Background: an optimization exercise with open tools, aiming at small area. Do not read the settings as production practice. The RTL was checked by simulation tests, not by an equivalence proof against the original design. Power figures rest on the tool's default switching activity, not on a simulated workload.

try-tundra:
==> flow/design.v (excerpt) <==
module cpu16(
	input clk,
	input rst,
	input [15:0] instr,
	output [7:0] pc,
	output wb_en,
	output [3:0] wb_addr,
	output [15:0] wb_data
    );
export LEC_CHECK = 0
export CAP_MARGIN = 0
export CORE_MARGIN = 2
export CORE_UTILIZATION = 66
export CTS_BUF_LIST = sky130_fd_sc_hd__clkbuf_8
export CTS_CLUSTER_DIAMETER = 80
export CTS_CLUSTER_SIZE = 18
export GPL_TIMING_DRIVEN = 0
export PLACE_DENSITY = 0.8
export SLEW_MARGIN = 0
export SYNTH_HIERARCHICAL = 1
create_clock -name core_clock -period 15.0 [get_ports {clk}]
standard.sh (not shown) runs the stock make flow with config.mk's settings and CLKGATE_MAP_FILE= SYNTH_SCRIPT=/design/flow/synth_recipe.tcl, a recipe that flattens the netlist after the stock synthesis.
==> flow/flow/run.sh <==
#!/bin/bash
# Standard layout flow, with smaller port buffers and area recovery after
# global routing. Each tool's output is logged by standard.sh under orfs/logs.
set -e
cp standard.sh standard_sh.txt
export BUFFER_PORTS_ARGS="-buffer_cell sky130_fd_sc_hd__buf_1"
export RECOVER_POWER=100
bash standard.sh > standard_run.log 2>&1
The inputs of try-juniper differ from those of try-tundra as listed below.
- swapping 66 for 60 in CORE_UTILIZATION
- clearing GPL_TIMING_DRIVEN, which used to be 0
- swapping 0.8 for 0.75 in PLACE_DENSITY
- swapping 18 for 16 in CTS_CLUSTER_SIZE
==> flow/run.sh (new file) <==
#!/bin/bash
# synth_recipe.tcl (not shown) runs the flow's synth.tcl, then flattens the netlist and writes it again
# the make line also repeats each setting of config.mk as NAME=value (left out here)
make -C /OpenROAD-flow-scripts/flow DESIGN_CONFIG=/design/flow/config.mk WORK_HOME=/design/flow/orfs CLKGATE_MAP_FILE= SYNTH_SCRIPT=/design/flow/synth_recipe.tcl finish
removed: flow/flow/run.sh
removed: flow/standard.sh
Results
- try-juniper ended with every stage complete and zero timing, DRC or antenna violations.
- try-juniper vs. try-tundra: routing usage on met2 went down by 2.3 points; clock latency on the worst-skew pair went up by 0.02 ns; achievable clock frequency went down by about 3%.
--- input diff try-juniper..try-umber ---
==> flow/flow/run.sh (new file) <==
#!/bin/bash
# Standard layout flow, with smaller port buffers and area recovery after
# global routing. Each tool's output is logged by standard.sh under orfs/logs.
set -e
cp standard.sh standard_sh.txt
export BUFFER_PORTS_ARGS="-buffer_cell sky130_fd_sc_hd__buf_1"
export RECOVER_POWER=100
bash standard.sh > standard_run.log 2>&1
==> flow/standard.sh (new file) <==
#!/bin/bash
# synth_recipe.tcl (not shown) runs the flow's synth.tcl, then flattens the netlist and writes it again
# the make line also repeats each setting of config.mk as NAME=value (left out here)
make -C /OpenROAD-flow-scripts/flow DESIGN_CONFIG=/design/flow/config.mk WORK_HOME=/design/flow/orfs CLKGATE_MAP_FILE= SYNTH_SCRIPT=/design/flow/synth_recipe.tcl "${@:-finish}"
removed: flow/run.sh
[summary]
Total track usage ended up 1.5 points lower on try-umber than on try-juniper. Highest metal layer with signal wires = met4: try-umber; highest metal layer with signal wires = met5: try-juniper. Compared to try-juniper, try-umber has maximum clock frequency 1.8% higher. try-umber vs try-juniper — fraction of power consumed by combinational cells dropped 1.3 points.

* * *

north:
Starting RTL as in the previous note.
Design cpu16, start of the top module:
module cpu16(
	input clk,
	input rst,
	input [15:0] instr,
	output [7:0] pc,
	output wb_en,
	output [3:0] wb_addr,
	output [15:0] wb_data
    );
	wire [4:0] op = instr[15:11];
	wire [3:0] x = instr[7:4];
	wire [3:0] y = instr[3:0];
	reg [255:0] rf;
	reg [7:0] pc_q;
	reg cf;
	wire wr, addr_en, ena, aimm, enb, immb, binv, cin, es, ca, cx, can, cxn;
	wire shl_op, shr_op, rev, revn, cf_upd, jump;
	ctrl u_ctrl(.op(op), .x(x), .y(y), .cf(cf), .rst(rst),
		.wr(wr), .addr_en(addr_en), .ena(ena), .aimm(aimm), .enb(enb), .immb(immb), .binv(binv), .cin(cin),
		.es(es), .ca(ca), .cx(cx), .can(can), .cxn(cxn),
		.shl_op(shl_op), .shr_op(shr_op), .rev(rev), .revn(revn),
		.cf_upd(cf_upd), .jump(jump));
	wire [15:0] sa, sb, sw, swn;
	wire [3:0] lo_a, lo_w, hi_x;
	predec2 u_pdx(.a(x), .en0(ena), .en1(wr), .lo0(lo_a), .lo1(lo_w), .hi(hi_x));
	sel16 u_sela(.lo(lo_a), .hi(hi_x), .y(sa));
	selw u_selw(.lo(lo_w), .hi(hi_x), .y(sw), .yn(swn));
	dec16 u_decb(.a(y), .en(enb), .y(sb));
	wire [15:0] ra, rb;
	genvar i, j;
	generate
		for (i = 0; i < 16; i = i + 1) begin : rd
			wire [15:0] col;
  ...
==> flow/config.mk <==
export PLATFORM = sky130hd
export DESIGN_NAME = cpu16
export DESIGN_NICKNAME = cpu16
export VERILOG_FILES = /design/flow/design.v
export SDC_FILE = /design/flow/constraint.sdc
export NUM_CORES = 4
export LEC_CHECK = 0
export CAP_MARGIN = 0
export CORE_MARGIN = 2
export CORE_UTILIZATION = 66
export CTS_BUF_LIST = sky130_fd_sc_hd__clkbuf_8
export CTS_CLUSTER_DIAMETER = 80
export CTS_CLUSTER_SIZE = 18
export PLACE_DENSITY = 0.8
export SLEW_MARGIN = 0
export SYNTH_HIERARCHICAL = 1
==> flow/constraint.sdc <==
create_clock -name core_clock -period 15.0 [get_ports {clk}]
set_input_delay 3.0000 -clock core_clock [delete_from_list [all_inputs] [get_ports {clk}]]
set_output_delay 3.0000 -clock core_clock [all_outputs]
set_load 0.01 [all_outputs]
==> flow/flow/run.sh <==
#!/bin/bash
# Standard layout flow, with smaller port buffers and area recovery after
# global routing. Each tool's output is logged by standard.sh under orfs/logs.
set -e
cp standard.sh standard_sh.txt
export BUFFER_PORTS_ARGS="-buffer_cell sky130_fd_sc_hd__buf_1"
export RECOVER_POWER=100
bash standard.sh > standard_run.log 2>&1
--- input diff north..south ---
Settings: CTS_CLUSTER_SIZE: 18 -> 16.
## What came out
Re part of the power in combinational logic: north and south aren't equal, and the lower value belongs to south.
north and south ended up with nearly the same number of global-route vias before repair.
Re final design utilization: north was lower than south.
Relative to north, count of antenna diodes in the layout has gone up in south.
Register-to-register path setup slack delta (south − north): unfavourable
Between south and north, the total wire length after detailed routing does not differ in any meaningful way.
On delay of the slowest cell on the worst path, north and south are neck and neck.
Proportion of total power due to net switching sits lower in south than in north.

[re-timing with driven ports]
Ports are ideal in the flow. The routed layouts listed here were re-timed in OpenROAD. Step 1 assumes that a clkbuf_16 drives the clock port and a buf_2 every other input. Step 2 also shifts input and output timing later by t, the mid clock arrival at the registers, as if the neighbouring blocks saw the same clock. a / b / c = ideal ports / drivers / drivers and shift; a / b = the first two.
| run | t (ns) | slack for setup (ns) | worst setup path after step 2 | clock arrival spread, ns |
|---|---|---|---|---|
| try-tundra | 0.585 | 1.026 / 1.004 / 1.004 | input to output | 0.032 / 0.032 |
| try-juniper | 0.612 | 0.613 / 0.580 / 0.580 | input to output | 0.040 / 0.040 |
| try-umber | 0.605 | 0.870 / 0.843 / 0.843 | input to output | 0.052 / 0.052 |
| north | 0.601 | 1.149 / 1.126 / 1.126 | input to output | 0.047 / 0.047 |
| south | 0.599 | 1.063 / 1.039 / 1.039 | input to output | 0.045 / 0.045 |
After both steps setup and hold are still met in every run listed. For try-juniper, which loses most, drivers alone change the setup slack by -0.033 ns; drivers and shift together by -0.033 ns.
